Background: an optimization exercise with open tools, aiming at small area. Do not read the settings as production practice.
Only simulation tests tie the RTL to the original design; equivalence was not proved.
No activity file was given, so power comes from the tool's default toggle rates.

==> flow/design.v (outline; a module is shown in full before it is edited, if it fits) <==
// module PC: 39 lines
// module PC_adder: 12 lines
// module controller: 306 lines
// module RegFile: 58 lines
// module CSR: 122 lines
// module ALU: 189 lines
// module imm_generator: 49 lines
// module pipreg_IF_ID: 49 lines
// module pipreg_ID_EXE: 122 lines
// module pipreg_EXE_MEM: 57 lines
// module pipreg_MEM_WB: 31 lines
// module mux_imm: 8 lines
// module mux_jal: 8 lines
// module mux_lw: 8 lines
// module mux_utype: 8 lines
// module forwarding: 68 lines
// module forwarding_csr: 12 lines
// module mux_rs: 17 lines
// module mux_rt: 17 lines
// module mux_csr_imm: 16 lines
// module mux_csr_result: 14 lines
// module mux_sw_data: 13 lines
// module forwarding_2: 17 lines
// module mux_D_in: 13 lines
// module queue: 53 lines
// module predict: 62 lines
// module mux_pred: 50 lines
// module mux_jalr: 22 lines
// module mux_asipc: 13 lines
// module load_extension: 25 lines
// module valid_array: 23 lines
// module tag_array: 20 lines
// module data_array: 22 lines
// module I_comparator: 8 lines
// module I_ctr: 166 lines
// module mux_DO: 18 lines
// module I_performance: 22 lines
// module Icache: 124 lines
// module D_comparator: 8 lines
// module D_ctr: 241 lines
// module mux_Din: 13 lines
// module D_performance: 22 lines
// module Dcache: 136 lines
// module M_wra: 197 lines
// module CPU: 541 lines
// module Arbiter: 86 lines
// module Decoder: 19 lines
// module MuxM2S: 95 lines
// module MuxS2M: 101 lines
// module DefaultSlave: 35 lines
// module AHB: 141 lines
// module S1_wra: 111 lines
// module S2_wra: 111 lines
// module top: 183 lines
module top(
  input                             clk,
  input                             rst,
  input         [32-1:0]    IM_out,
  input         [32-1:0]    DM_out,
  output logic                      IM_enable,
  output logic  [32-1:0]    IM_address,
  output logic  [32-1:0]    IM_in,
  output logic                      IM_write,
  output logic                      DM_write,
  output logic                      DM_enable,
  output logic  [32-1:0]    DM_in,
  output logic  [32-1:0]    DM_address,
  output logic  [63:0]              L1I_access,
  output logic  [63:0]              L1I_miss,
  output logic  [63:0]              L1D_access,
  output logic  [63:0]              L1D_miss
);
  // ...
==> flow/run.sh <==
#!/bin/bash
# synth_recipe.tcl (not shown) runs the flow's synth.tcl, then flattens the netlist and writes it again
# the make line also repeats each setting of config.mk as NAME=value (left out here)
make -C /OpenROAD-flow-scripts/flow DESIGN_CONFIG=/design/flow/config.mk WORK_HOME=/design/flow/orfs CLKGATE_MAP_FILE= SYNTH_SCRIPT=/design/flow/synth_recipe.tcl finish
==> flow/config.mk <==
export PLATFORM = sky130hd
export DESIGN_NAME = top
export DESIGN_NICKNAME = top
export VERILOG_FILES = /design/flow/design.v
export SDC_FILE = /design/flow/constraint.sdc
export NUM_CORES = 4
export LEC_CHECK = 0
export CAP_MARGIN = 20
export CORE_MARGIN = 2
export CORE_UTILIZATION = 30
export PLACE_DENSITY = 0.5
export SLEW_MARGIN = 20
==> flow/constraint.sdc <==
create_clock -name core_clock -period 25.0 [get_ports {clk}]
set_input_delay 5.0000 -clock core_clock [delete_from_list [all_inputs] [get_ports {clk}]]
set_output_delay 5.0000 -clock core_clock [all_outputs]
set_load 0.01 [all_outputs]
==> impl_metrics.yaml, run 1 <==
status:
  outcome: "complete, no violations"
critical_path:
  endpoint: "IM_address[1]"
  critPathTopFamily: "compound AO/OA/AOI/OAI gates"
  cp_max_fo: 29
  r2r_cells: 31
  arrival_ns: 7.81
place:
  dp.final_hpwl_mm: 493
  io_buffers: 453
synthesis:
  synth-compound-area-share_pct: 15.4
  async_reset_ff_share_pct: 30.7
  synth-xor-area-share_pct: 3.45
  avgSynthCellArea_um2: 11.9
  ys_top_cells_by_count: "edfxtp_1 (2244), nand2_1 (1378), nor2_1 (1007)"
sta:
  hold_violations: 0
  min_period_ns: 12.81
pwr:
  p_comb_mw: 2.42
  p_clk_mw: 5.56
  ir_drop_v: 0.0000627
  finalPower_mw: 14.4
cells_and_area:
  multi_input_cells: 8978
  syn_to_final_growth_pct: 16.9
  clock_cell_area_share_pct: 6.51
hold_path:
  min_to: "CPU0.CSR.minstret[4]"
clock_tree:
  h-tree-depth: 5
  cts_hold_buf: 0
  clk_latency_ns: 1.09
global_route:
  grt_util_all_layers_pct: 26.6
die:
  num_rows: 268
==> module PC_adder, before the edit <==
module PC_adder(
  input         [32-1:0]        PC_address,
  input         [32-1:0]        PC_added_EXE,
  input         [32-1:0]        imm_EXE,
  output logic  [32-1:0]        PC_added,
  output logic  [32-1:0]        PC_jump
);
  always_comb begin
    PC_added   = PC_address + 32'd4;
    PC_jump = PC_added_EXE + imm_EXE - 32'd8;
  end
endmodule
==> module RegFile, before the edit <==
module RegFile(
  input                                 clk,
  input                                 rst,
  input         [4:0]                   Read_addr_1,
  input         [4:0]                   Read_addr_2,
  input         [4:0]                   write_addr,
  input         [32-1:0]        write_data,
  input                                 RF_write,
  input                                 RF_read,
  input                                 Istall,
  input                                 Dstall,
  input									wfi_stall,
  output logic  [32-1:0]        Read_data_1,
  output logic  [32-1:0]        Read_data_2
);
  logic     [31:0]                      mem[31:1];
  logic     [31:1]                      valid;
  logic                                 flag_stall;
  logic                                 we;
  assign flag_stall = Istall || Dstall || wfi_stall;
  assign we = RF_write && (!flag_stall) && (write_addr != 0);
  always_ff@(posedge clk, posedge rst)begin
    if(rst)
      valid <= 31'b0;
    else if(we)
      valid[write_addr] <= 1'b1;
  end
  always_ff@(posedge clk)begin
    if(we)
      mem[write_addr] <= write_data;
  end
  logic     [31:0]                      r1;
  logic     [31:0]                      r2;
  always_comb begin
    r1 = 32'b0;
    r2 = 32'b0;
    for(int i = 1; i < 32; i++)begin
      r1 = r1 | ({32{(Read_addr_1 == i) && valid[i]}} & mem[i]);
      r2 = r2 | ({32{(Read_addr_2 == i) && valid[i]}} & mem[i]);
    end
  end
  always_comb begin
    if(we && (Read_addr_1 == write_addr))
      Read_data_1 = write_data;
    else if(RF_read && (!flag_stall))
      Read_data_1 = r1;
    else
      Read_data_1 = 32'b0;
  end
  always_comb begin
    if(we && (Read_addr_2 == write_addr))
      Read_data_2 = write_data;
    else if(RF_read && (!flag_stall))
      Read_data_2 = r2;
    else
      Read_data_2 = 32'b0;
  end
endmodule
==> module CSR, before the edit <==
module CSR(
  input                                 clk,
  input                                 rst,
  input         [2:0]                   funct3,
  input         [32-1:0]        PC_address,
  input         [12-1:0]    csr_read_addr,
  input         [12-1:0]    csr_write_addr,
  input         [32-1:0]        csr_write_tmp,
  input         [32-1:0]        csr_read_data_EXE,
  input                                 csr_read,
  input                                 csr_write,
  input                                 csr_data_sel,
  input                                 Istall,
  input                                 Dstall,
  input                                 interrupt,
  output logic  [32-1:0]        csr_read_data
);
  logic     [32-1:0]            mstatus;
  logic     [32-1:0]            mie;
  logic     [32-1:0]            mtvec;
  logic     [32-1:0]            mepc;
  logic     [32-1:0]            mip;
  logic     [32-1:0]            mcycle;
  logic     [32-1:0]            minstret;
  logic     [32-1:0]            mcycleh;
  logic     [32-1:0]            minstreth;
  logic     [32-1:0]            csr_write_data;
  logic flag_stall;
  assign flag_stall = Istall || Dstall;  
  assign {mstatus[31:13], mstatus[10:8], mstatus[6:4], mstatus[2:0]} = {19'b0, 3'b0, 3'b0, 3'b0};
  assign {mie[31:12], mie[10:0]} = {20'b0, 11'b0};
  assign  mip[11]                = interrupt;   
  assign  mtvec                  = 32'h10000000;
  assign {mip[31:12], mip[10:0]} = {20'b0, 11'b0};
  always_comb begin
    if(csr_write)begin
      case(funct3)
      3'b000, 3'b001, 3'b101:   
        csr_write_data = csr_write_tmp;
      3'b010, 3'b110:   
        csr_write_data = csr_read_data_EXE | csr_write_tmp;
      3'b011, 3'b111:   
        csr_write_data = csr_read_data_EXE & (~csr_write_tmp);
      default:
        csr_write_data = 32'b0;
      endcase
    end
    else
      csr_write_data = 32'b0;
  end
  always_ff@(posedge clk, posedge rst)begin   
    if(rst)begin
      {mstatus[12:11], mstatus[7], mstatus[3]}      <= 4'b0;
      mie[11]                                       <= 1'b0;
      mepc                                          <= 32'd0;
    end
    else begin
      if(csr_write && (!flag_stall))begin
        case(csr_write_addr)   
        12'h300: {mstatus[12:11], mstatus[7], mstatus[3]} <= {csr_write_data[12:11], csr_write_data[7], csr_write_data[3]};
        12'h304: mie[11]                                  <= csr_write_data[11];
        12'h341, 12'h105: mepc                            <= csr_write_data;   
        endcase
      end
    end
  end
  always_ff@(posedge clk, posedge rst)begin   
    if(rst)begin
      mcycle        <= 32'd0;
      mcycleh       <= 32'd0;
    end
    else if(mcycle == 32'hFFFFFFFF)begin
      mcycle        <= mcycle + 1;
      mcycleh       <= mcycleh + 1;
    end
    else
      mcycle        <= mcycle + 1;
  end
  always_ff@(posedge clk, posedge rst)begin
    if(rst)begin
      minstret      <= 32'hFFFFFFFF;
      minstreth     <= 32'hFFFFFFFF;
    end
    else if(minstret == 32'hFFFFFFFF && (!flag_stall))begin
      minstret      <= minstret + 1;
      minstreth     <= minstreth + 1;
    end
    else if(!flag_stall)
      minstret      <= minstret + 1;
  end
  always_comb begin
    if(csr_read)begin
      if(csr_data_sel)   
        case(csr_read_addr)
        12'h300: csr_read_data = {19'b0, csr_write_data[12:11], 3'b0, csr_write_data[7], 3'b0, csr_write_data[3], 3'b0};
        12'h304: csr_read_data = {20'b0, csr_write_data[11], 11'b0};
        12'h305: csr_read_data = 32'h10000000;
        12'h341: csr_read_data = csr_write_data;
        12'hB00: csr_read_data = csr_write_data;
        12'hB02: csr_read_data = csr_write_data;
        12'hB80: csr_read_data = csr_write_data;
        12'hB82: csr_read_data = csr_write_data;
        default: csr_read_data = 32'b0;
        endcase
      else begin
        case(csr_read_addr)
        12'h300: 		  csr_read_data = mstatus;
        12'h304: 		  csr_read_data = mie;
        12'h305: 		  csr_read_data = mtvec;
        12'h341, 12'h302: csr_read_data = mepc;
        12'hB00: 		  csr_read_data = mcycle;
        12'hB02: 		  csr_read_data = minstret;
        12'hB80: 		  csr_read_data = mcycleh;
        12'hB82: 		  csr_read_data = minstreth;
        default: 		  csr_read_data = 32'b0;
        endcase
      end
    end
    else
      csr_read_data = 32'b0;
  end
endmodule
==> module ALU, before the edit <==
module ALU(
  input         [32-1:0]        src1,
  input         [32-1:0]        src2,
  input         [6:0]                   opcode_EXE,
  input         [6:0]                   funct7,
  input         [2:0]                   funct3_EXE,
  input                                 branch,
  input                                 enable,
  output logic  [32-1:0]        alu_result,
  output logic                          jump_sel
);
  logic     [63:0]            temp;
  logic                                 alu_zero;
  assign jump_sel = branch & alu_zero;
  assign temp = (funct7 == 7'b0100000)? {{(32){src1[31]}}, src1} >> src2[4:0] : 64'b0;
  always_comb begin
    alu_result = 32'b0;
    alu_zero = 1'b0;
    if(enable)begin
      case(opcode_EXE)
        'b0110011, 'b0010011:
          case(funct3_EXE)
            'b000:begin
              if(funct7 == 7'b0100000)begin   
                alu_result = src1 - src2;
                alu_zero = 1'b0;
              end
              else begin
                alu_result = src1 + src2;   
                alu_zero = 1'b0;
              end
            end
            'b010:begin
              if(src1[31] > src2[31])begin
                alu_result = 32'b1;
                alu_zero = 1'b0;
              end
              else if(src1[31] < src2[31])begin
                alu_result = 32'b0;
                alu_zero = 1'b0;
              end
              else begin
                alu_result = (src1[30:0] < src2[30:0])? 32'b1 : 32'b0;
                alu_zero = 1'b0;
              end
            end
            'b100:begin
              alu_result = src1 ^ src2;
              alu_zero = 1'b0;
            end
            'b001:begin
              alu_result = src1 << src2[4:0];
              alu_zero = 1'b0;
            end
            'b101:begin
              if(funct7 == 7'b010_0000)begin   
                alu_result = temp[31:0];
                alu_zero = 1'b0;
              end
              else begin   
                alu_result = src1 >> src2[4:0];
                alu_zero = 1'b0;
              end
            end
            'b110:begin
              alu_result = src1 | src2;
              alu_zero = 1'b0;
            end
            'b111:begin
              alu_result = src1 & src2;
              alu_zero = 1'b0;
            end
            'b011:begin
              alu_result = (src1 < src2);
              alu_zero = 1'b0;
            end
          endcase   
          7'b0000011:begin   
            case(funct3_EXE)
              3'b010:begin   
                alu_result = src1 + src2;   
                alu_zero = 1'b0;
              end
              3'b000:begin   
                alu_result = src1 + src2;
                alu_zero = 1'b0;
              end
              3'b001:begin   
                alu_result = src1 + src2;
                alu_zero = 1'b0;
              end
              3'b100:begin   
                alu_result = src1 + src2;
                alu_zero = 1'b0;
              end
              3'b101:begin   
                alu_result = src1 + src2;
                alu_zero = 1'b0;
              end
            endcase  
          end
          'b0100011:begin
            alu_result = src1 + src2;
            alu_zero = 1'b0;
          end
          'b1100011:begin
            case(funct3_EXE)
              3'b000:begin   
                alu_result = src1 - src2;
                alu_zero = (alu_result == 0);
              end
              3'b001:begin 
                alu_result = src1 - src2;
                alu_zero = (alu_result != 0);
              end
              3'b100:begin   
                if (src1[31] < src2[31])begin
                  alu_result = 32'b0;   
                  alu_zero = 1'b0;   
                end
                else if(src1[31] > src2[31])begin
                  alu_result = 32'b0;
                  alu_zero = 1'b1;   
                end
                else begin
                  alu_result = 32'b0;   
                  alu_zero = (src1[30:0] < src2[30:0]);
                end
              end
              3'b101:begin   
                if (src1[31] < src2[31])begin
                  alu_result = 32'b0;
                  alu_zero = 1'b1;   
                end
                else if(src1[31] > src2[31])begin
                  alu_result = 32'b0;
                  alu_zero = 1'b0;   
                end
                else begin
                  alu_result = 32'b0;
                  alu_zero = ((src1[30:0] > src2[30:0]) || (src1 == src2));
                end
              end
              3'b110:begin   
                alu_result = 32'b0;
                alu_zero = (src1 < src2);
              end
              3'b111:begin   
                alu_result = 32'b0;
                alu_zero = ((src1 > src2) || (src1 == src2));
              end
              default:begin
                alu_result = 32'b0;
                alu_zero = 1'b0;
              end
            endcase
          end
          'b0110111:begin
            alu_result = src2;
            alu_zero = 1'b0;
          end
          'b1101111:begin
            alu_result = 32'b0;
            alu_zero = 1'b1;  
          end
          'b1100111:begin
            alu_result = src1 + src2;
            alu_zero = 1'b1;  
          end
          'b0010111:begin
            alu_result = src1 + src2 - 32'd4;  
            alu_zero = 1'b1;
          end
          'b1110011:begin
              alu_result = src2;   
              alu_zero = 1'b0;
          end
          default:begin
            alu_result = 32'b0;
            alu_zero = 1'b0;
          end   
        endcase
    end   
    else begin
      alu_result = 32'b0;
      alu_zero = 1'b0;
    end   
  end
endmodule
==> module pipreg_IF_ID, before the edit <==
module pipreg_IF_ID(
  input                                 clk,
  input                                 rst,
  input                                 address_rst,
  input         [32-1:0]        PC_added,
  input         [32-1:0]        Icache_out,
  input                                 Istall,
  input                                 Dstall,
  input									wfi_stall,
  input                                 flush,
  input                                 flush_jalr,
  output logic  [32-1:0]        PC_added_ID,
  output logic  [32-1:0]        instruction,
  output logic  [4:0]                   Read_addr_1_ID,
  output logic  [4:0]                   Read_addr_2_ID,
  output logic  [4:0]                   write_addr_ID,
  output logic  [11:0]                  csr_addr_ID,
  output logic  [32-1:0]        imm_in
);
  logic                                 flag_stall;
  logic                                 flag_flush;
  assign flag_stall  = Istall || Dstall || wfi_stall;
  assign flag_flush  = flush || flush_jalr;
  assign Read_addr_1_ID = instruction[19:15];
  assign Read_addr_2_ID = instruction[24:20];
  assign write_addr_ID  = instruction[11:7];
  assign csr_addr_ID    = instruction[31:20];
  assign imm_in         = instruction;
  always_ff@(posedge clk, posedge rst)begin
    if(rst)begin
      PC_added_ID        <= 32'b0;
      instruction        <= 32'd0;
    end
    else if(address_rst)begin
      PC_added_ID        <= 32'b0;
      instruction        <= 32'd0;
    end
    else if(!flag_stall) begin
      if(!flag_flush)begin
        PC_added_ID      <= PC_added;
        instruction      <= Icache_out;
      end
      else begin
        PC_added_ID      <= 32'b0;
        instruction      <= 32'h00000013;
      end
    end
  end
endmodule
==> module pipreg_ID_EXE, before the edit <==
module pipreg_ID_EXE(
    input                                   clk,
    input                                   rst,
    input           [32-1:0]        PC_added_ID,
    input           [32-1:0]        instruction,
    input           [4:0]                   Read_addr_1_ID,
    input           [4:0]                   Read_addr_2_ID,
    input           [32-1:0]        Read_data_1,
    input           [32-1:0]        Read_data_2,
    input           [4:0]                   write_addr_ID,
    input           [11:0]                  csr_addr_ID,
    input           [32-1:0]        csr_read_data,
    input           [32-1:0]        imm,
    input           [2:0]                   WB_ctr,
    input           [2:0]                   MEM_ctr,
    input                                   csr_write,
    input                                   imm_select,
    input                                   alu_en_ID,
    input                                   utype_sel,
    input                                   asipc_sel,
    input                                   csr_imm_sel,
    input                                   csr_result_sel,
    input                                   Istall,
    input                                   Dstall,
	input									wfi_stall,
    input                                   flush,
    input                                   flush_jalr,
    output logic    [32-1:0]        PC_added_EXE,
    output logic    [6:0]                   opcode_EXE,
    output logic    [2:0]                   funct3_EXE,
    output logic    [6:0]                   funct7,
    output logic    [4:0]                   Read_addr_1_EXE,
    output logic    [4:0]                   Read_addr_2_EXE,
    output logic    [32-1:0]        Read_data_1_EXE,
    output logic    [32-1:0]        Read_data_2_EXE,
    output logic    [4:0]                   write_addr_EXE,
    output logic    [12-1:0]    csr_addr_EXE,
    output logic    [32-1:0]        csr_read_data_EXE,
    output logic    [32-1:0]        imm_EXE,
    output logic    [2:0]                   WB_ctr_ID_EXE,
    output logic    [2:0]                   MEM_ctr_ID_EXE,
    output logic                            csr_write_EXE,
    output logic                            imm_select_ID_EXE,
    output logic                            alu_en_EXE,
    output logic                            utype_sel_ID_EXE,
    output logic                            asipc_sel_ID_EXE,
    output logic                            csr_imm_sel_EXE,
    output logic                            csr_result_sel_EXE
);
  logic                                     flag_stall;
  logic                                     flag_flush;
  assign flag_stall = Istall || Dstall || wfi_stall;
  assign flag_flush = flush || flush_jalr;
  assign csr_addr_EXE = {funct7, Read_addr_2_EXE};
  always_ff@(posedge clk, posedge rst)begin
    if(rst)begin
      PC_added_EXE                       <= 32'b0;
      opcode_EXE                         <= 7'd0;
      funct3_EXE                         <= 3'd0;
      funct7                             <= 7'd0;
      Read_addr_1_EXE                    <= 5'b0;
      Read_addr_2_EXE                    <= 5'b0;
      Read_data_1_EXE                    <= 32'b0;
      Read_data_2_EXE                    <= 32'b0;
      write_addr_EXE                     <= 5'b0;
      csr_read_data_EXE                  <= 32'b0;
      imm_EXE                            <= 32'b0;
      WB_ctr_ID_EXE                      <= 3'b0;
      MEM_ctr_ID_EXE                     <= 3'b0;
      csr_write_EXE                      <= 1'b0;
      {imm_select_ID_EXE, alu_en_EXE}    <= 2'b0;
      utype_sel_ID_EXE                   <= 1'b0;
      asipc_sel_ID_EXE                   <= 1'b0;
      csr_imm_sel_EXE                    <= 1'b0;
      csr_result_sel_EXE                 <= 1'b0;
    end
    else if(!flag_stall)begin
      if(!flag_flush)begin
        PC_added_EXE                     <= PC_added_ID;
        opcode_EXE                       <= instruction[6:0];
        funct3_EXE                       <= instruction[14:12];
        funct7                           <= instruction[31:25];
        Read_addr_1_EXE                  <= Read_addr_1_ID;
        Read_addr_2_EXE                  <= Read_addr_2_ID;
        Read_data_1_EXE                  <= Read_data_1;
        Read_data_2_EXE                  <= Read_data_2;
        write_addr_EXE                   <= write_addr_ID;
        csr_read_data_EXE                <= csr_read_data;
        imm_EXE                          <= imm;
        WB_ctr_ID_EXE                    <= WB_ctr;
        MEM_ctr_ID_EXE                   <= MEM_ctr;
        csr_write_EXE                    <= csr_write;
        {imm_select_ID_EXE, alu_en_EXE}  <= {imm_select, alu_en_ID};
        utype_sel_ID_EXE                 <= utype_sel;
        asipc_sel_ID_EXE                 <= asipc_sel;
        csr_imm_sel_EXE                  <= csr_imm_sel;
        csr_result_sel_EXE               <= csr_result_sel;
      end
      else begin
        PC_added_EXE                     <= 32'b0;
        opcode_EXE                       <= 7'd0;
        funct3_EXE                       <= 3'd0;
        funct7                           <= 7'd0;
        Read_addr_1_EXE                  <= 5'b0;
        Read_addr_2_EXE                  <= 5'b0;
        Read_data_1_EXE                  <= 32'b0;
        Read_data_2_EXE                  <= 32'b0;
        write_addr_EXE                   <= 5'b0;
        csr_read_data_EXE                <= 32'b0;
        imm_EXE                          <= 32'h00000013;
        WB_ctr_ID_EXE                    <= 3'b0;
        MEM_ctr_ID_EXE                   <= 3'b0;
        csr_write_EXE                    <= 1'b0;
        {imm_select_ID_EXE, alu_en_EXE}  <= 2'b0;
        utype_sel_ID_EXE                 <= 1'b0;
        asipc_sel_ID_EXE                 <= 1'b0;
        csr_imm_sel_EXE                  <= 1'b0;
        csr_result_sel_EXE               <= 1'b0;
      end
    end
  end
endmodule
==> module pipreg_EXE_MEM, before the edit <==
module pipreg_EXE_MEM(
  input                                 clk,
  input                                 rst,
  input         [32-1:0]        PC_added_EXE,
  input         [4:0]                   Read_addr_2_EXE,
  input         [4:0]                   write_addr_EXE,
  input         [32-1:0]        alu_result,
  input         [32-1:0]        Read_data_sw_EXE,
  input         [6:0]                   opcode_EXE,
  input         [2:0]                   funct3_EXE,
  input         [2:0]                   MEM_ctr_ID_EXE,
  input         [2:0]                   WB_ctr_ID_EXE,
  input                                 Istall,
  input                                 Dstall,
  input 								wfi_stall,
  output logic  [32-1:0]        PC_added_MEM,
  output logic  [4:0]                   Read_addr_2_MEM,
  output logic  [4:0]                   write_addr_MEM,
  output logic  [32-1:0]        alu_result_MEM,
  output logic  [32-1:0]        D_address,
  output logic  [32-1:0]        Read_data_2_MEM,
  output logic  [6:0]                   opcode_MEM,
  output logic  [2:0]                   funct3_MEM,
  output logic                          Dcache_en,
  output logic                          Dcache_write,
  output logic  [2:0]                   WB_ctr_EXE_MEM
);
  logic                                 flag_stall;
  assign flag_stall = Istall || Dstall || wfi_stall;
  assign D_address = alu_result_MEM;
  always_ff@(posedge clk, posedge rst)begin
    if(rst)begin
      PC_added_MEM              <= 32'b0;
      Read_addr_2_MEM           <= 5'd0;
      write_addr_MEM            <= 5'b0;
      alu_result_MEM            <= 32'b0;
      Read_data_2_MEM           <= 32'b0;
      opcode_MEM                <= 7'd0;
      funct3_MEM                <= 3'd0;
      {Dcache_write, Dcache_en} <= 2'b0;
      WB_ctr_EXE_MEM            <= 3'b0;
    end
    else if(!flag_stall)begin
      PC_added_MEM              <= PC_added_EXE;
      Read_addr_2_MEM           <= Read_addr_2_EXE;
      write_addr_MEM            <= write_addr_EXE;
      alu_result_MEM            <= alu_result;
      Read_data_2_MEM           <= Read_data_sw_EXE;
      opcode_MEM                <= opcode_EXE;
      funct3_MEM                <= funct3_EXE;
      {Dcache_write, Dcache_en} <= MEM_ctr_ID_EXE[1:0];
      WB_ctr_EXE_MEM            <= WB_ctr_ID_EXE;
    end
    else
      Dcache_en                 <= 1'b0;
  end
endmodule
==> module pipreg_MEM_WB, before the edit <==
module pipreg_MEM_WB(
  input                                 clk,
  input                                 rst,
  input         [32-1:0]        PC_added_MEM,
  input         [4:0]                   write_addr_MEM,
  input         [32-1:0]        alu_result_MEM,
  input         [32-1:0]        Dcache_out_ext,
  input         [2:0]                   WB_ctr_EXE_MEM,
  input                                 Istall,
  input                                 Dstall,
  input									wfi_stall,
  output logic  [4:0]                   write_addr,
  output logic                          RF_write_WB,
  output logic  [32-1:0]        write_data
);
  logic                                 flag_stall;
  assign flag_stall = Istall || Dstall || wfi_stall;
  always_ff@(posedge clk, posedge rst)begin
    if(rst)begin
      write_addr        <= 5'b0;
      RF_write_WB       <= 1'b0;
      write_data        <= 32'b0;
    end
    else if(!flag_stall)begin
      write_addr        <= write_addr_MEM;
      RF_write_WB       <= WB_ctr_EXE_MEM[1];
      write_data        <= WB_ctr_EXE_MEM[2] ? PC_added_MEM :
                           WB_ctr_EXE_MEM[0] ? alu_result_MEM : Dcache_out_ext;
    end
  end
endmodule
==> module queue, before the edit <==
module queue(
  input                                 clk,
  input                                 rst,
  input         [32-1:0]        PC_added,
  input         [6:0]                   opcode_IF,   
  input         [6:0]                   opcode_ID,
  input         [6:0]                   imm_IM_31_25,
  input         [12:0]                  imm_IM_24_12,
  input         [4:0]                   imm_IM_11_7,
  input                                 taken_sel,
  input                                 Istall,
  input                                 Dstall,
  input									wfi_stall,
  output logic  [32-1:0]        PC_imm,
  output logic  [32-1:0]        PC_imm_que
 );
  logic     [32-1:0]            imm_que;
  logic     [32-1:0]            slots;   
  logic                                 flag_stall;
  assign flag_stall = Istall || Dstall || wfi_stall;
  always_comb begin
    if(taken_sel)
      imm_que = PC_added;
    else
      imm_que = PC_added - 32'd4 + {{20{imm_IM_31_25[6]}}, imm_IM_11_7[0], imm_IM_31_25[5:0], imm_IM_11_7[4:1], 1'b0};
  end
  always_ff@(posedge clk, posedge rst)begin
    if(rst)begin
      slots <= 32'b0;
      PC_imm_que <= 32'b0;
    end
    else begin
      if(!flag_stall)
        slots <= imm_que;
      if((!flag_stall) && (opcode_ID == 'b1100011))
        PC_imm_que <= slots;
    end
  end
  always_ff@(posedge clk, posedge rst)begin
    if(rst)
      PC_imm <= 32'b0;
    else begin
      case(opcode_IF)
        'b1100011:
        PC_imm <= PC_added - 32'd4 + {{20{imm_IM_31_25[6]}}, imm_IM_11_7[0], imm_IM_31_25[5:0], imm_IM_11_7[4:1], 1'b0};
        'b1101111:
        PC_imm <= PC_added - 32'd4 + {{11{imm_IM_31_25[6]}}, imm_IM_31_25[6], imm_IM_24_12[7:0], imm_IM_24_12[8], imm_IM_31_25[5:0], imm_IM_24_12[12:9], 1'b0};
        default:
        PC_imm <= 32'd0;
      endcase
    end
end
endmodule
==> module I_performance, before the edit <==
module I_performance(
  input                     clk,
  input                     rst,
  input                     Icache_en,
  input                     v_bit,
  input                     hit,
  output logic  [63:0]      L1I_access,
  output logic  [63:0]      L1I_miss
);
  always_ff@(posedge clk, posedge rst)begin
    if(rst)
      L1I_access <= 64'b0;
    else if(Icache_en)
      L1I_access <= L1I_access + 1;
  end
  always_ff@(posedge clk, posedge rst)begin
    if(rst)
      L1I_miss <= 64'b0;
    else if((!hit) && v_bit)
      L1I_miss <= L1I_miss + 1;
  end
endmodule
==> module D_performance, before the edit <==
module D_performance(
  input                     clk,
  input                     rst,
  input                     Dcache_en,
  input                     v_bit,
  input                     hit,
  output logic  [63:0]      L1D_access,
  output logic  [63:0]      L1D_miss
);
  always_ff@(posedge clk, posedge rst)begin
    if(rst)
      L1D_access <= 64'b0;
    else if(Dcache_en)
      L1D_access <= L1D_access + 1;
  end
  always_ff@(posedge clk, posedge rst)begin
    if(rst)
      L1D_miss <= 64'b0;
    else if((!hit) && v_bit)
      L1D_miss <= L1D_miss + 1;
  end
endmodule
==> run 2: changes to the inputs <==
--- a/flow/design.v
+++ b/flow/design.v
@@ -44,10 +44,10 @@
   output logic  [32-1:0]        PC_added,
   output logic  [32-1:0]        PC_jump
 );
-  always_comb begin
-    PC_added   = PC_address + 32'd4;
-    PC_jump = PC_added_EXE + imm_EXE - 32'd8;
-  end
+  logic     [29:0]                      upper;
+  ripple_inc #(30) inc_pc(.a(PC_address[31:2]), .inc(1'b1), .y(upper));
+  assign PC_added = {upper, PC_address[1:0]};
+  assign PC_jump = 32'b0;   
 endmodule
 module controller(
   input         [32-1:0]    instruction,
@@ -388,18 +388,30 @@
   end
   logic     [31:0]                      r1;
   logic     [31:0]                      r2;
+  logic     [31:0]                      m[31:0];
+  logic     [31:0]                      g1[3:0];
+  logic     [31:0]                      g2[3:0];
+  logic     [31:0]                      vv;
+  assign vv = {valid, 1'b0};
+  always_comb begin
+    m[0] = 32'b0;
+    for(int i = 1; i < 32; i++) m[i] = mem[i];
+  end
   always_comb begin
-    r1 = 32'b0;
-    r2 = 32'b0;
-    for(int i = 1; i < 32; i++)begin
-      r1 = r1 | ({32{(Read_addr_1 == i) && valid[i]}} & mem[i]);
-      r2 = r2 | ({32{(Read_addr_2 == i) && valid[i]}} & mem[i]);
+    for(int g = 0; g < 4; g++)begin
+      g1[g] = 32'b0; g2[g] = 32'b0;
+      for(int k = 0; k < 8; k++)begin
+        g1[g] = g1[g] | ({32{(g*8+k != 0) && (Read_addr_1[2:0] == k) && vv[g*8+k]}} & m[g*8+k]);
+        g2[g] = g2[g] | ({32{(g*8+k != 0) && (Read_addr_2[2:0] == k) && vv[g*8+k]}} & m[g*8+k]);
+      end
     end
+    r1 = g1[Read_addr_1[4:3]];
+    r2 = g2[Read_addr_2[4:3]];
   end
   always_comb begin
     if(we && (Read_addr_1 == write_addr))
       Read_data_1 = write_data;
-    else if(RF_read && (!flag_stall))
+    else if(RF_read)   
       Read_data_1 = r1;
     else
       Read_data_1 = 32'b0;
@@ -407,7 +419,7 @@
   always_comb begin
     if(we && (Read_addr_2 == write_addr))
       Read_data_2 = write_data;
-    else if(RF_read && (!flag_stall))
+    else if(RF_read)
       Read_data_2 = r2;
     else
       Read_data_2 = 32'b0;
@@ -479,29 +491,21 @@
       end
     end
   end
-  always_ff@(posedge clk, posedge rst)begin   
-    if(rst)begin
-      mcycle        <= 32'd0;
-      mcycleh       <= 32'd0;
-    end
-    else if(mcycle == 32'hFFFFFFFF)begin
-      mcycle        <= mcycle + 1;
-      mcycleh       <= mcycleh + 1;
-    end
+  logic     [63:0]                      cycle_n;
+  logic     [63:0]                      instret_n;
+  ripple_inc #(64) inc_cycle(.a({mcycleh, mcycle}), .inc(1'b1), .y(cycle_n));
+  ripple_inc #(64) inc_instret(.a({minstreth, minstret}), .inc(!flag_stall), .y(instret_n));
+  always_ff@(posedge clk, posedge rst)begin
+    if(rst)
+      {mcycleh, mcycle}       <= 64'd0;
     else
-      mcycle        <= mcycle + 1;
+      {mcycleh, mcycle}       <= cycle_n;
   end
   always_ff@(posedge clk, posedge rst)begin
-    if(rst)begin
-      minstret      <= 32'hFFFFFFFF;
-      minstreth     <= 32'hFFFFFFFF;
-    end
-    else if(minstret == 32'hFFFFFFFF && (!flag_stall))begin
-      minstret      <= minstret + 1;
-      minstreth     <= minstreth + 1;
-    end
-    else if(!flag_stall)
-      minstret      <= minstret + 1;
+    if(rst)
+      {minstreth, minstret}   <= 64'hFFFFFFFF_FFFFFFFF;
+    else
+      {minstreth, minstret}   <= instret_n;
   end
   always_comb begin
     if(csr_read)begin
@@ -546,10 +550,50 @@
   output logic  [32-1:0]        alu_result,
   output logic                          jump_sel
 );
-  logic     [63:0]            temp;
   logic                                 alu_zero;
+  logic                                 op_ri;
+  logic                                 is_sub;
+  logic     [32:0]                      sum;
+  logic                                 eq;
+  logic                                 ltu;
+  logic                                 lt;
+  logic                                 sra;
+  logic                                 left;
+  logic     [31:0]                      sh_in;
+  logic     [31:0]                      sh_out;
+  logic     [31:0]                      sll_out;
+  logic     [31:0]                      auipc;
+  assign op_ri  = (opcode_EXE == 'b0110011) || (opcode_EXE == 'b0010011);
+  assign is_sub = (opcode_EXE == 'b1100011) ||
+                  (op_ri && ((funct3_EXE == 'b010) || (funct3_EXE == 'b011) ||
+                             ((funct3_EXE == 'b000) && (funct7 == 7'b0100000))));
+  ripple_add #(32) adder(.a(src1), .b(is_sub ? ~src2 : src2), .cin(is_sub), .y(sum[31:0]), .cout(sum[32]));
+  assign eq     = (sum[31:0] == 32'b0);   
+  assign ltu    = !sum[32];
+  assign lt     = (src1[31] ^ src2[31]) ? src1[31] : sum[31];
+  assign sra    = (funct7 == 7'b0100000);
+  assign left   = !funct3_EXE[2];   
+  always_comb begin
+    for(int i = 0; i < 32; i++)
+      sh_in[i] = left ? src1[31-i] : src1[i];
+  end
+  logic                                 fill;
+  logic     [31:0]                      st[5:0];
+  assign fill = sra & src1[31] & !left;
+  always_comb begin
+    st[0] = sh_in;
+    for(int k = 0; k < 5; k++)
+      for(int i = 0; i < 32; i++)
+        st[k+1][i] = src2[k] ? ((i + (1 << k) < 32) ? st[k][i + (1 << k)] : fill) : st[k][i];
+  end
+  assign sh_out = st[5];
+  always_comb begin
+    for(int i = 0; i < 32; i++)
+      sll_out[i] = sh_out[31-i];
+  end
+  ripple_dec #(30) dec(.a(sum[31:2]), .y(auipc[31:2]));
+  assign auipc[1:0] = sum[1:0];
   assign jump_sel = branch & alu_zero;
-  assign temp = (funct7 == 7'b0100000)? {{(32){src1[31]}}, src1} >> src2[4:0] : 64'b0;
   always_comb begin
     alu_result = 32'b0;
     alu_zero = 1'b0;
@@ -557,171 +601,46 @@
       case(opcode_EXE)
         'b0110011, 'b0010011:
           case(funct3_EXE)
-            'b000:begin
-              if(funct7 == 7'b0100000)begin   
-                alu_result = src1 - src2;
-                alu_zero = 1'b0;
-              end
-              else begin
-                alu_result = src1 + src2;   
-                alu_zero = 1'b0;
-              end
-            end
-            'b010:begin
-              if(src1[31] > src2[31])begin
-                alu_result = 32'b1;
-                alu_zero = 1'b0;
-              end
-              else if(src1[31] < src2[31])begin
-                alu_result = 32'b0;
-                alu_zero = 1'b0;
-              end
-              else begin
-                alu_result = (src1[30:0] < src2[30:0])? 32'b1 : 32'b0;
-                alu_zero = 1'b0;
-              end
-            end
-            'b100:begin
-              alu_result = src1 ^ src2;
-              alu_zero = 1'b0;
-            end
-            'b001:begin
-              alu_result = src1 << src2[4:0];
-              alu_zero = 1'b0;
-            end
-            'b101:begin
-              if(funct7 == 7'b010_0000)begin   
-                alu_result = temp[31:0];
-                alu_zero = 1'b0;
-              end
-              else begin   
-                alu_result = src1 >> src2[4:0];
-                alu_zero = 1'b0;
-              end
-            end
-            'b110:begin
-              alu_result = src1 | src2;
-              alu_zero = 1'b0;
-            end
-            'b111:begin
-              alu_result = src1 & src2;
-              alu_zero = 1'b0;
-            end
-            'b011:begin
-              alu_result = (src1 < src2);
-              alu_zero = 1'b0;
-            end
-          endcase   
-          7'b0000011:begin   
-            case(funct3_EXE)
-              3'b010:begin   
-                alu_result = src1 + src2;   
-                alu_zero = 1'b0;
-              end
-              3'b000:begin   
-                alu_result = src1 + src2;
-                alu_zero = 1'b0;
-              end
-              3'b001:begin   
-                alu_result = src1 + src2;
-                alu_zero = 1'b0;
-              end
-              3'b100:begin   
-                alu_result = src1 + src2;
-                alu_zero = 1'b0;
-              end
-              3'b101:begin   
-                alu_result = src1 + src2;
-                alu_zero = 1'b0;
-              end
-            endcase  
-          end
-          'b0100011:begin
-            alu_result = src1 + src2;
-            alu_zero = 1'b0;
-          end
-          'b1100011:begin
-            case(funct3_EXE)
-              3'b000:begin   
-                alu_result = src1 - src2;
-                alu_zero = (alu_result == 0);
-              end
-              3'b001:begin 
-                alu_result = src1 - src2;
-                alu_zero = (alu_result != 0);
-              end
-              3'b100:begin   
-                if (src1[31] < src2[31])begin
-                  alu_result = 32'b0;   
-                  alu_zero = 1'b0;   
-                end
-                else if(src1[31] > src2[31])begin
-                  alu_result = 32'b0;
-                  alu_zero = 1'b1;   
-                end
-                else begin
-                  alu_result = 32'b0;   
-                  alu_zero = (src1[30:0] < src2[30:0]);
-                end
-              end
-              3'b101:begin   
-                if (src1[31] < src2[31])begin
-                  alu_result = 32'b0;
-                  alu_zero = 1'b1;   
-                end
-                else if(src1[31] > src2[31])begin
-                  alu_result = 32'b0;
-                  alu_zero = 1'b0;   
-                end
-                else begin
-                  alu_result = 32'b0;
-                  alu_zero = ((src1[30:0] > src2[30:0]) || (src1 == src2));
-                end
-              end
-              3'b110:begin   
-                alu_result = 32'b0;
-                alu_zero = (src1 < src2);
-              end
-              3'b111:begin   
-                alu_result = 32'b0;
-                alu_zero = ((src1 > src2) || (src1 == src2));
-              end
-              default:begin
-                alu_result = 32'b0;
-                alu_zero = 1'b0;
-              end
-            endcase
-          end
-          'b0110111:begin
-            alu_result = src2;
-            alu_zero = 1'b0;
-          end
-          'b1101111:begin
-            alu_result = 32'b0;
-            alu_zero = 1'b1;  
-          end
-          'b1100111:begin
-            alu_result = src1 + src2;
-            alu_zero = 1'b1;  
-          end
-          'b0010111:begin
-            alu_result = src1 + src2 - 32'd4;  
-            alu_zero = 1'b1;
-          end
-          'b1110011:begin
-              alu_result = src2;   
-              alu_zero = 1'b0;
-          end
-          default:begin
-            alu_result = 32'b0;
-            alu_zero = 1'b0;
-          end   
-        endcase
-    end   
-    else begin
-      alu_result = 32'b0;
-      alu_zero = 1'b0;
-    end   
+            'b000:  alu_result = sum[31:0];
+            'b010:  alu_result = {31'b0, lt};
+            'b011: alu_result = {31'b0, ltu};
+            'b100:  alu_result = src1 ^ src2;
+            'b110:   alu_result = src1 | src2;
+            'b111:  alu_result = src1 & src2;
+            'b001:  alu_result = sll_out;
+            default: alu_result = sh_out;   
+          endcase
+        7'b0000011:
+          if((funct3_EXE == 3'b010) || (funct3_EXE == 3'b000) || (funct3_EXE == 3'b001) ||
+             (funct3_EXE == 3'b100) || (funct3_EXE == 3'b101))
+            alu_result = sum[31:0];
+        'b0100011:
+          alu_result = sum[31:0];
+        'b1100011:
+          case(funct3_EXE)
+            3'b000: begin alu_result = sum[31:0]; alu_zero = eq;   end
+            3'b001: begin alu_result = sum[31:0]; alu_zero = !eq;  end
+            3'b100: alu_zero = lt;
+            3'b101: alu_zero = !lt;
+            3'b110: alu_zero = ltu;
+            3'b111: alu_zero = !ltu;
+            default: ;
+          endcase
+        'b0110111, 'b1110011:
+          alu_result = src2;
+        'b1101111:
+          alu_zero = 1'b1;
+        'b1100111:begin
+          alu_result = sum[31:0];
+          alu_zero = 1'b1;
+        end
+        'b0010111:begin
+          alu_result = auipc;   
+          alu_zero = 1'b1;
+        end
+        default: ;
+      endcase
+    end
   end
 endmodule
 module imm_generator(
@@ -801,22 +720,22 @@
   assign write_addr_ID  = instruction[11:7];
   assign csr_addr_ID    = instruction[31:20];
   assign imm_in         = instruction;
+  always_ff@(posedge clk)begin
+    if(!flag_stall)
+      PC_added_ID      <= PC_added;
+  end
   always_ff@(posedge clk, posedge rst)begin
     if(rst)begin
-      PC_added_ID        <= 32'b0;
       instruction        <= 32'd0;
     end
     else if(address_rst)begin
-      PC_added_ID        <= 32'b0;
       instruction        <= 32'd0;
     end
     else if(!flag_stall) begin
       if(!flag_flush)begin
-        PC_added_ID      <= PC_added;
         instruction      <= Icache_out;
       end
       else begin
-        PC_added_ID      <= 32'b0;
         instruction      <= 32'h00000013;
       end
     end
@@ -835,6 +754,7 @@
     input           [11:0]                  csr_addr_ID,
     input           [32-1:0]        csr_read_data,
     input           [32-1:0]        imm,
+    input           [32-1:0]        slots,
     input           [2:0]                   WB_ctr,
     input           [2:0]                   MEM_ctr,
     input                                   csr_write,
@@ -842,14 +762,13 @@
     input                                   alu_en_ID,
     input                                   utype_sel,
     input                                   asipc_sel,
-    input                                   csr_imm_sel,
+    input           [1:0]                   csr_imm_sel,
     input                                   csr_result_sel,
     input                                   Istall,
     input                                   Dstall,
 	input									wfi_stall,
     input                                   flush,
     input                                   flush_jalr,
-    output logic    [32-1:0]        PC_added_EXE,
     output logic    [6:0]                   opcode_EXE,
     output logic    [2:0]                   funct3_EXE,
     output logic    [6:0]                   funct7,
@@ -859,7 +778,6 @@
     output logic    [32-1:0]        Read_data_2_EXE,
     output logic    [4:0]                   write_addr_EXE,
     output logic    [12-1:0]    csr_addr_EXE,
-    output logic    [32-1:0]        csr_read_data_EXE,
     output logic    [32-1:0]        imm_EXE,
     output logic    [2:0]                   WB_ctr_ID_EXE,
     output logic    [2:0]                   MEM_ctr_ID_EXE,
@@ -867,7 +785,6 @@
     output logic                            imm_select_ID_EXE,
     output logic                            alu_en_EXE,
     output logic                            utype_sel_ID_EXE,
-    output logic                            asipc_sel_ID_EXE,
     output logic                            csr_imm_sel_EXE,
     output logic                            csr_result_sel_EXE
 );
@@ -876,68 +793,58 @@
   assign flag_stall = Istall || Dstall || wfi_stall;
   assign flag_flush = flush || flush_jalr;
   assign csr_addr_EXE = {funct7, Read_addr_2_EXE};
+  always_ff@(posedge clk)begin
+    if(!flag_stall)begin
+      Read_data_1_EXE                  <= asipc_sel ? PC_added_ID : Read_data_1;
+      Read_data_2_EXE                  <= csr_result_sel ? csr_read_data :
+                                          (WB_ctr[2] || csr_imm_sel[1]) ? PC_added_ID : Read_data_2;
+      imm_EXE                          <= (instruction[6:0] == 'b1100011) ? slots : imm;
+    end
+  end
   always_ff@(posedge clk, posedge rst)begin
     if(rst)begin
-      PC_added_EXE                       <= 32'b0;
       opcode_EXE                         <= 7'd0;
       funct3_EXE                         <= 3'd0;
       funct7                             <= 7'd0;
       Read_addr_1_EXE                    <= 5'b0;
       Read_addr_2_EXE                    <= 5'b0;
-      Read_data_1_EXE                    <= 32'b0;
-      Read_data_2_EXE                    <= 32'b0;
       write_addr_EXE                     <= 5'b0;
-      csr_read_data_EXE                  <= 32'b0;
-      imm_EXE                            <= 32'b0;
       WB_ctr_ID_EXE                      <= 3'b0;
       MEM_ctr_ID_EXE                     <= 3'b0;
       csr_write_EXE                      <= 1'b0;
       {imm_select_ID_EXE, alu_en_EXE}    <= 2'b0;
       utype_sel_ID_EXE                   <= 1'b0;
-      asipc_sel_ID_EXE                   <= 1'b0;
       csr_imm_sel_EXE                    <= 1'b0;
       csr_result_sel_EXE                 <= 1'b0;
     end
     else if(!flag_stall)begin
       if(!flag_flush)begin
-        PC_added_EXE                     <= PC_added_ID;
         opcode_EXE                       <= instruction[6:0];
         funct3_EXE                       <= instruction[14:12];
         funct7                           <= instruction[31:25];
         Read_addr_1_EXE                  <= Read_addr_1_ID;
         Read_addr_2_EXE                  <= Read_addr_2_ID;
-        Read_data_1_EXE                  <= Read_data_1;
-        Read_data_2_EXE                  <= Read_data_2;
         write_addr_EXE                   <= write_addr_ID;
-        csr_read_data_EXE                <= csr_read_data;
-        imm_EXE                          <= imm;
         WB_ctr_ID_EXE                    <= WB_ctr;
         MEM_ctr_ID_EXE                   <= MEM_ctr;
         csr_write_EXE                    <= csr_write;
         {imm_select_ID_EXE, alu_en_EXE}  <= {imm_select, alu_en_ID};
         utype_sel_ID_EXE                 <= utype_sel;
-        asipc_sel_ID_EXE                 <= asipc_sel;
         csr_imm_sel_EXE                  <= csr_imm_sel;
         csr_result_sel_EXE               <= csr_result_sel;
       end
       else begin
-        PC_added_EXE                     <= 32'b0;
         opcode_EXE                       <= 7'd0;
         funct3_EXE                       <= 3'd0;
         funct7                           <= 7'd0;
         Read_addr_1_EXE                  <= 5'b0;
         Read_addr_2_EXE                  <= 5'b0;
-        Read_data_1_EXE                  <= 32'b0;
-        Read_data_2_EXE                  <= 32'b0;
         write_addr_EXE                   <= 5'b0;
-        csr_read_data_EXE                <= 32'b0;
-        imm_EXE                          <= 32'h00000013;
         WB_ctr_ID_EXE                    <= 3'b0;
         MEM_ctr_ID_EXE                   <= 3'b0;
         csr_write_EXE                    <= 1'b0;
         {imm_select_ID_EXE, alu_en_EXE}  <= 2'b0;
         utype_sel_ID_EXE                 <= 1'b0;
-        asipc_sel_ID_EXE                 <= 1'b0;
         csr_imm_sel_EXE                  <= 1'b0;
         csr_result_sel_EXE               <= 1'b0;
       end
@@ -947,7 +854,6 @@
 module pipreg_EXE_MEM(
   input                                 clk,
   input                                 rst,
-  input         [32-1:0]        PC_added_EXE,
   input         [4:0]                   Read_addr_2_EXE,
   input         [4:0]                   write_addr_EXE,
   input         [32-1:0]        alu_result,
@@ -959,7 +865,6 @@
   input                                 Istall,
   input                                 Dstall,
   input 								wfi_stall,
-  output logic  [32-1:0]        PC_added_MEM,
   output logic  [4:0]                   Read_addr_2_MEM,
   output logic  [4:0]                   write_addr_MEM,
   output logic  [32-1:0]        alu_result_MEM,
@@ -974,24 +879,25 @@
   logic                                 flag_stall;
   assign flag_stall = Istall || Dstall || wfi_stall;
   assign D_address = alu_result_MEM;
+  always_ff@(posedge clk)begin
+    if(!flag_stall)begin
+      Read_data_2_MEM           <= Read_data_sw_EXE;
+    end
+  end
   always_ff@(posedge clk, posedge rst)begin
     if(rst)begin
-      PC_added_MEM              <= 32'b0;
       Read_addr_2_MEM           <= 5'd0;
       write_addr_MEM            <= 5'b0;
       alu_result_MEM            <= 32'b0;
-      Read_data_2_MEM           <= 32'b0;
       opcode_MEM                <= 7'd0;
       funct3_MEM                <= 3'd0;
       {Dcache_write, Dcache_en} <= 2'b0;
       WB_ctr_EXE_MEM            <= 3'b0;
     end
     else if(!flag_stall)begin
-      PC_added_MEM              <= PC_added_EXE;
       Read_addr_2_MEM           <= Read_addr_2_EXE;
       write_addr_MEM            <= write_addr_EXE;
       alu_result_MEM            <= alu_result;
-      Read_data_2_MEM           <= Read_data_sw_EXE;
       opcode_MEM                <= opcode_EXE;
       funct3_MEM                <= funct3_EXE;
       {Dcache_write, Dcache_en} <= MEM_ctr_ID_EXE[1:0];
@@ -1018,17 +924,19 @@
 );
   logic                                 flag_stall;
   assign flag_stall = Istall || Dstall || wfi_stall;
+  always_ff@(posedge clk)begin
+    if(!flag_stall)
+      write_data        <= WB_ctr_EXE_MEM[2] ? PC_added_MEM :
+                           WB_ctr_EXE_MEM[0] ? alu_result_MEM : Dcache_out_ext;
+  end
   always_ff@(posedge clk, posedge rst)begin
     if(rst)begin
       write_addr        <= 5'b0;
       RF_write_WB       <= 1'b0;
-      write_data        <= 32'b0;
     end
     else if(!flag_stall)begin
       write_addr        <= write_addr_MEM;
       RF_write_WB       <= WB_ctr_EXE_MEM[1];
-      write_data        <= WB_ctr_EXE_MEM[2] ? PC_added_MEM :
-                           WB_ctr_EXE_MEM[0] ? alu_result_MEM : Dcache_out_ext;
     end
   end
 endmodule
@@ -1254,6 +1162,7 @@
 module queue(
   input                                 clk,
   input                                 rst,
+  input         [32-1:0]        PC_address,
   input         [32-1:0]        PC_added,
   input         [6:0]                   opcode_IF,   
   input         [6:0]                   opcode_ID,
@@ -1265,44 +1174,37 @@
   input                                 Dstall,
   input									wfi_stall,
   output logic  [32-1:0]        PC_imm,
-  output logic  [32-1:0]        PC_imm_que
+  output logic  [32-1:0]        slots
  );
   logic     [32-1:0]            imm_que;
-  logic     [32-1:0]            slots;   
   logic                                 flag_stall;
+  logic     [32-1:0]            imm_B;
+  logic     [32-1:0]            imm_J;
+  logic     [32-1:0]            target;
+  logic                                 Btype_IF;
+  logic                                 Jtype_IF;
   assign flag_stall = Istall || Dstall || wfi_stall;
+  assign Btype_IF = (opcode_IF == 'b1100011);
+  assign Jtype_IF = (opcode_IF == 'b1101111);
+  assign imm_B = {{20{imm_IM_31_25[6]}}, imm_IM_11_7[0], imm_IM_31_25[5:0], imm_IM_11_7[4:1], 1'b0};
+  assign imm_J = {{11{imm_IM_31_25[6]}}, imm_IM_31_25[6], imm_IM_24_12[7:0], imm_IM_24_12[8], imm_IM_31_25[5:0], imm_IM_24_12[12:9], 1'b0};
+  ripple_add #(32) adder(.a(PC_address), .b(Jtype_IF ? imm_J : imm_B), .cin(1'b0), .y(target), .cout());
   always_comb begin
     if(taken_sel)
       imm_que = PC_added;
     else
-      imm_que = PC_added - 32'd4 + {{20{imm_IM_31_25[6]}}, imm_IM_11_7[0], imm_IM_31_25[5:0], imm_IM_11_7[4:1], 1'b0};
+      imm_que = target;
   end
-  always_ff@(posedge clk, posedge rst)begin
-    if(rst)begin
-      slots <= 32'b0;
-      PC_imm_que <= 32'b0;
-    end
-    else begin
-      if(!flag_stall)
-        slots <= imm_que;
-      if((!flag_stall) && (opcode_ID == 'b1100011))
-        PC_imm_que <= slots;
-    end
+  always_ff@(posedge clk)begin
+    if(!flag_stall)
+      slots <= imm_que;
+  end
+  always_ff@(posedge clk)begin
+    if(Btype_IF || Jtype_IF)
+      PC_imm <= target;
+    else
+      PC_imm <= 32'd0;
   end
-  always_ff@(posedge clk, posedge rst)begin
-    if(rst)
-      PC_imm <= 32'b0;
-    else begin
-      case(opcode_IF)
-        'b1100011:
-        PC_imm <= PC_added - 32'd4 + {{20{imm_IM_31_25[6]}}, imm_IM_11_7[0], imm_IM_31_25[5:0], imm_IM_11_7[4:1], 1'b0};
-        'b1101111:
-        PC_imm <= PC_added - 32'd4 + {{11{imm_IM_31_25[6]}}, imm_IM_31_25[6], imm_IM_24_12[7:0], imm_IM_24_12[8], imm_IM_31_25[5:0], imm_IM_24_12[12:9], 1'b0};
-        default:
-        PC_imm <= 32'd0;
-      endcase
-    end
-end
 endmodule
 module predict(
   input                     clk,
@@ -1733,6 +1635,50 @@
     endcase
   end
 endmodule
+module ripple_inc #(parameter int W = 64)(
+  input         [W-1:0]     a,
+  input                     inc,
+  output logic  [W-1:0]     y
+);
+  logic     [W:0]           c;
+  always_comb begin
+    c[0] = inc;
+    for(int i = 0; i < W; i++)begin
+      y[i]   = a[i] ^ c[i];
+      c[i+1] = a[i] & c[i];
+    end
+  end
+endmodule
+module ripple_add #(parameter int W = 32)(
+  input         [W-1:0]     a,
+  input         [W-1:0]     b,
+  input                     cin,
+  output logic  [W-1:0]     y,
+  output logic              cout
+);
+  logic     [W:0]           c;
+  always_comb begin
+    c[0] = cin;
+    for(int i = 0; i < W; i++)begin
+      y[i]   = a[i] ^ b[i] ^ c[i];
+      c[i+1] = (a[i] & b[i]) | (c[i] & (a[i] ^ b[i]));
+    end
+  end
+  assign cout = c[W];
+endmodule
+module ripple_dec #(parameter int W = 32)(
+  input         [W-1:0]     a,
+  output logic  [W-1:0]     y
+);
+  logic     [W:0]           b;
+  always_comb begin
+    b[0] = 1'b1;
+    for(int i = 0; i < W; i++)begin
+      y[i]   = a[i] ^ b[i];
+      b[i+1] = (!a[i]) & b[i];
+    end
+  end
+endmodule
 module I_performance(
   input                     clk,
   input                     rst,
@@ -1742,17 +1688,21 @@
   output logic  [63:0]      L1I_access,
   output logic  [63:0]      L1I_miss
 );
+  logic     [63:0]          access_n;
+  logic     [63:0]          miss_n;
+  ripple_inc #(64) inc_access(.a(L1I_access), .inc(Icache_en), .y(access_n));
+  ripple_inc #(64) inc_miss(.a(L1I_miss), .inc((!hit) && v_bit), .y(miss_n));
   always_ff@(posedge clk, posedge rst)begin
     if(rst)
       L1I_access <= 64'b0;
-    else if(Icache_en)
-      L1I_access <= L1I_access + 1;
+    else
+      L1I_access <= access_n;
   end
   always_ff@(posedge clk, posedge rst)begin
     if(rst)
       L1I_miss <= 64'b0;
-    else if((!hit) && v_bit)
-      L1I_miss <= L1I_miss + 1;
+    else
+      L1I_miss <= miss_n;
   end
 endmodule
 module Icache(
@@ -2150,17 +2100,21 @@
   output logic  [63:0]      L1D_access,
   output logic  [63:0]      L1D_miss
 );
+  logic     [63:0]          access_n;
+  logic     [63:0]          miss_n;
+  ripple_inc #(64) inc_access(.a(L1D_access), .inc(Dcache_en), .y(access_n));
+  ripple_inc #(64) inc_miss(.a(L1D_miss), .inc((!hit) && v_bit), .y(miss_n));
   always_ff@(posedge clk, posedge rst)begin
     if(rst)
       L1D_access <= 64'b0;
-    else if(Dcache_en)
-      L1D_access <= L1D_access + 1;
+    else
+      L1D_access <= access_n;
   end
   always_ff@(posedge clk, posedge rst)begin
     if(rst)
       L1D_miss <= 64'b0;
-    else if((!hit) && v_bit)
-      L1D_miss <= L1D_miss + 1;
+    else
+      L1D_miss <= miss_n;
   end
 endmodule
 module Dcache(
@@ -2632,6 +2586,13 @@
   logic                                     sw_data_sel;
   logic                                     asipc_sel_ID_EXE;
   logic										flag_mret;
+  logic [32-1:0]                    slots;
+  logic                                     csr_imm_sel_EXE0;
+  assign PC_added_EXE          = Read_data_2_EXE;   
+  assign csr_read_data_EXE     = Read_data_2_EXE;   
+  assign PC_imm_que            = imm_EXE;           
+  assign Read_data_1_EXE_asipc = Read_data_1_EXE;   
+  assign csr_imm_sel_EXE       = {1'b0, csr_imm_sel_EXE0};
   PC PC(
         .clk(clk),
         .rst(rst),
@@ -2686,6 +2647,7 @@
         .csr_addr_ID(csr_addr_ID),
         .csr_read_data(csr_read_data),
         .imm(imm),
+        .slots(slots),
         .MEM_ctr(MEM_ctr),
         .WB_ctr(WB_ctr),
         .csr_write(csr_write),
@@ -2700,7 +2662,6 @@
 		.wfi_stall(wfi_stall),
         .flush(flush),
         .flush_jalr(flush_jalr),
-        .PC_added_EXE(PC_added_EXE),
         .opcode_EXE(opcode_EXE),
         .funct3_EXE(funct3_EXE),
         .funct7(funct7),
@@ -2710,7 +2671,6 @@
         .Read_data_2_EXE(Read_data_2_EXE),
         .write_addr_EXE(write_addr_EXE),
         .csr_addr_EXE(csr_addr_EXE),
-        .csr_read_data_EXE(csr_read_data_EXE),
         .imm_EXE(imm_EXE),
         .MEM_ctr_ID_EXE(MEM_ctr_ID_EXE),
         .WB_ctr_ID_EXE(WB_ctr_ID_EXE),
@@ -2718,14 +2678,12 @@
         .imm_select_ID_EXE(imm_select_ID_EXE),
         .alu_en_EXE(alu_en_EXE),
         .utype_sel_ID_EXE(utype_sel_ID_EXE),
-        .asipc_sel_ID_EXE(asipc_sel_ID_EXE),
-        .csr_imm_sel_EXE(csr_imm_sel_EXE),
+        .csr_imm_sel_EXE(csr_imm_sel_EXE0),
         .csr_result_sel_EXE(csr_result_sel_EXE)
         );
   pipreg_EXE_MEM pip_exe_mem(
         .clk(clk),
         .rst(rst),
-        .PC_added_EXE(PC_added_EXE),
         .Read_addr_2_EXE(Read_addr_2_EXE),
         .write_addr_EXE(write_addr_EXE),
         .alu_result(alu_result),
@@ -2737,7 +2695,6 @@
         .Istall(Istall),
         .Dstall(Dstall),
 		.wfi_stall(wfi_stall),
-        .PC_added_MEM(PC_added_MEM),
         .Read_addr_2_MEM(Read_addr_2_MEM),
         .write_addr_MEM(write_addr_MEM),
         .alu_result_MEM(alu_result_MEM),
@@ -2752,7 +2709,7 @@
   pipreg_MEM_WB pip_mem_wb(
         .clk(clk),
         .rst(rst),
-        .PC_added_MEM(PC_added_MEM),
+        .PC_added_MEM(Read_data_2_MEM),   
         .write_addr_MEM(write_addr_MEM),
         .alu_result_MEM(alu_result_MEM),
         .Dcache_out_ext(Dcache_out_ext),
@@ -2918,6 +2875,7 @@
   queue queue(
         .clk(clk),
         .rst(rst),
+        .PC_address(PC_address),
         .PC_added(PC_added),
         .opcode_IF(Icache_out[6:0]),  
         .opcode_ID(instruction[6:0]),
@@ -2929,7 +2887,7 @@
         .Dstall(Dstall),
 		.wfi_stall(wfi_stall),
         .PC_imm(PC_imm),
-        .PC_imm_que(PC_imm_que)
+        .slots(slots)
         );
   predict pred(
         .clk(clk),
@@ -2961,12 +2919,6 @@
         .PC_jump_jalr(PC_jump_jalr),
         .flush_jalr(flush_jalr)
         );
-  mux_asipc mux_asipc(
-        .PC_added_EXE(PC_added_EXE),
-        .Read_data_1_EXE(Read_data_1_EXE),
-        .asipc_sel(asipc_sel_ID_EXE),
-        .Read_data_1_EXE_asipc(Read_data_1_EXE_asipc)   
-        );
   Icache Icache(
         .clk(clk),
         .rst(rst),
--- a/flow/config.mk
+++ b/flow/config.mk
@@ -7,6 +7,8 @@
 export LEC_CHECK = 0
 export CAP_MARGIN = 20
 export CORE_MARGIN = 2
-export CORE_UTILIZATION = 30
-export PLACE_DENSITY = 0.5
+export CORE_UTILIZATION = 55
+export CTS_CLUSTER_DIAMETER = 80
+export CTS_CLUSTER_SIZE = 20
+export PLACE_DENSITY = 0.65
 export SLEW_MARGIN = 20
==> run 2 against run 1 <==
  * Non-clock buffer count is 43 lower
  * Largest power group unchanged
  * Clock power is 39% lower
  * Worst hold slack worse by 0.014 ns
  * Sequential power hardly changed
  * Power is 0.37% lower
  * Area after synthesis is 7.0% lower
  * Register-to-register slack worse by 9.4 ns
  * Fmax is 42% lower
  * First-iteration DRC count is 1.5% higher
  * Worst setup slack worse by 9.3 ns
  * Clock skew is 0.095 ns lower
  * Critical path type is now reg2reg
==> impl_metrics.yaml, run 2 <==
critical_path:
  critPathKind: "reg2reg"
  slowest_delay_ns: 0.92
  endpoint: "CPU0.queue.slots[31]"
  arrival_ns: 22.83
  cp.required_ns: 25.67
  critPathTopFamily: "adder cells"
  critical_path_buf_inv_count: 5
  r2r_cells: 55
  timing.rr.end: "CPU0.queue.slots[31]"
  cp_max_fo: 57
  cp-startpoint: "CPU0.pip_mem_wb.write_addr[0]"
  cp_common_cell: "fa_1"
  regToRegSetupSlack_ns: 2.84
  cp.depth: 55
  worst_path_max_delay_cell: "a2111oi_1"
  cp-start-kind: "register"
  rr_startpoint: "CPU0.pip_mem_wb.write_addr[0]"
  end_kind: "register"
synthesis:
  ys_top_cells_by_area: "edfxtp_1 (50%), dfrtp_1 (9.5%), ha_1 (4.4%), mux4_2 (3.4%), a22oi_1 (3.0%)"
  synth_area_um2: 149000
  synth_most_common_cell: "edfxtp_1"
  async_reset_ff_share_pct: 19.9
  synth-seq-cells: 3188
  ys.flop_type: "edfxtp_1"
  ys_top_cells_by_count: "edfxtp_1 (2467), nand2_1 (870), nor2_1 (746)"
  avgSynthCellArea_um2: 13.0
  synth_top_area_share_pct: 49.7
  yosysWarningCount: 54
  syn_inst: 11400
  ys_seq_area_share_pct: 61.6
  syn_nets: 12100
  synth_cell_types: 110
  synth_edf_count: 2467
  yosys.area.top_type: "edfxtp_1"
clock_tree:
  h-tree-depth: 4
  cts_sinks: 3188
  root_buffer: "clkbuf_16"
  clk_pin_slew_worst_paths_ns: 0.10
  clk_latency_ns: 0.97
  clock_path_buffers: 4
  numCtsBuffers: 195
  cts_tree: "built"
  cts_hold_buf: 0
  cts_resized: 0
  cts_setup_buffers: 0
cells_and_area:
  fin_cells: 15400
  largest_reg_flops: 992
  top_register: "CPU0.RF.mem"
  layout-drive-gt1-share_pct: 12.0
  final_nets: 12400
  syn_to_final_growth_pct: 10.9
  final_cell_mix: "edfxtp_1 (2467), nand2_1 (869), nor2_1 (681)"
  utilization_pct: 61.2
  final_common_cell: "edfxtp_1"
global_route:
  grt_util_all_layers_pct: 45.3
  grt.busiest_layer: "met2"
  met1_usage_pct: 57.4
  grt_pass1_vias: 107000
  grt_pass1_wl_mm: 869
  use_met3_pct: 15.2
  overflow: 0
  grt_max_degree: 159
  gr-usage-met2_pct: 65.9
  antenna_found_initial: 56
routing:
  antenna_left: 0
  drt_pass1_iterations: 13
  via_per_inst: 7.35
  wirelength_mm: 637
  drt-initial-drc-count: 20700
  wl_per_cell_um: 41.3
  num_vias: 114000
  drc: 0
hold_path:
  holdCritPathClass: "reg2reg"
pwr:
  ir_drop_v: 0.000167
  p_leak_nw: 60.2
  powerDensity_nw_per_um2: 86.9
  clkPwrFrac_pct: 23.6
  p_switching_mw: 5.42
  power_frac_seq_pct: 44.8
  finalPower_mw: 14.4
  switching_share_pct: 37.7
  comb_power_share_pct: 31.6
  power.internal_mw: 8.94
place:
  place_congestion: 1.13
  dp.final_hpwl_mm: 443
  io_buffers: 453
  post-place-cells: 15100
sta:
  max_freq_ghz: 0.0451
  min_period_ns: 22.16
  fin_skew_ns: 0.0750
  setup_viol: 0
  slew_headroom_pct: 11.0
  setup_tns_ns: 0
  drv_slew: 0
  rsz0062_at_grt: "false"
  hold_violations: 0
  max_slew.worst_pin.slew_ns: 1.33
  post-route-period-util_pct: 88.6
  hold-worst-slack_ns: 0.428
die:
  coreArea_um2: 270000
  die_w_um: 525
  ios: 454
  die_y_um: 525
  num_rows: 191
  die_area_um2: 275000
  initial_core_util_pct: 55.2
flow_run:
  cap_violations: 0
status:
  outcome: "complete, no violations"
run 2: kinds of logic (layout without fill, tap and decap cells):
group                      Yosys count  count (layout)  share of synthesized area (%)
and+or+nand+nor                   2620            2620                           8.18
other                                1              36                        0.00252
muxes                              736             736                           6.95
adders and majority gates          587             587                           5.23
buffers and inverters             1067            1473                           2.79
DFF                               3188            3188                           61.6
xor gates and xnor gates           122             122                          0.717
AOI/OAI and AO/OA                 3115            3115                           14.5
run 2: final cells by class:
type | instances | area [um^2]
antenna | 35 | 87.6
clock buffer | 290 | 5310
clock inverter | 39 | 548
fill | 20700 | 105000
inverter | 193 | 739
multi-input combinational | 7181 | 53900
sequential | 3188 | 91800
tap | 3570 | 4470
timing repair buffer | 951 | 8370
run 2: worst min-delay path by stage:
stage | from | end | depth (start not counted)
finish | CPU0.Icache.t_array.a_q[0] | register | 2
global route | CPU0.Icache.t_array.a_q[0] | register | 2
CTS | CPU0.Icache.t_array.a_q[0] | register | 2
detailed placement | CPU0.Icache.d_array2.a_q[1] | register | 2
global placement | CPU0.Icache.t_array.a_q[0] | register | 2
floorplan | CPU0.Icache.d_array0.a_q[0] | register | 2
run 2: metal layers:
layer  part of all wire, %  wire [um]  up-vias
met5                 0.034        218        -
met4                   8.8      56000       34
met1                    34     220000    56400
met2                    43     271000     9854
met3                    14      90500     2197
li1                      -          -    45100
run 2: worst min-delay path, delay by kind of cell (launching register included):
kind,cells,cell delay (ns)
compound gates,1,0.05
flops,1,0.33
simple gates,1,0.04
run 2: power by group through the flow:
stage               Clock (mW)  Combinational [mW]  Sequential, mW
floorplan                    0                2.24            6.43
detailed placement           0                4.27            6.54
global placement             0                4.23            6.53
CTS                       3.38                4.29            6.42
finish                    3.39                4.55            6.44
global route              3.57                4.60            6.45
run 2: metrics by stage:
stage | area, um^2 | worst slack, ns
floorplan | 149000 | 2.93
global placement | 159000 | 3.02
detailed placement | 159000 | 3.17
CTS | 165000 | 3.08
global route | 165000 | 2.14
finish | 165000 | 2.84

-- what the ideal ports hide --
Ports are ideal in the flow. The routed layouts listed here were re-timed in OpenROAD. Step 1: set_driving_cell puts a clkbuf_16 on clk and a buf_2 on each other input, an assumption about the parent block. Step 2 times the ports against the registers' clock, not the clock port: input delays grow and output delays shrink by t, the midpoint of the rising clock arrivals with the driver on. Slacks: no drivers / after step 1 / after step 2; pairs: no drivers / after step 1.
| run | t (ns) | setup WS [ns] | worst setup path after step 2 | worst data-port slew with drivers (ns) | pins driven straight from the clock port |
|---|---|---|---|---|---|
| run 1 | 1.140 | 12.188 / 12.053 / 12.240 | register to register | 0.08 | 1 |
| run 2 | 1.047 | 2.840 / 2.840 / 2.840 | register to register | 0.05 | 1 |
After both steps every run listed still meets setup and hold.
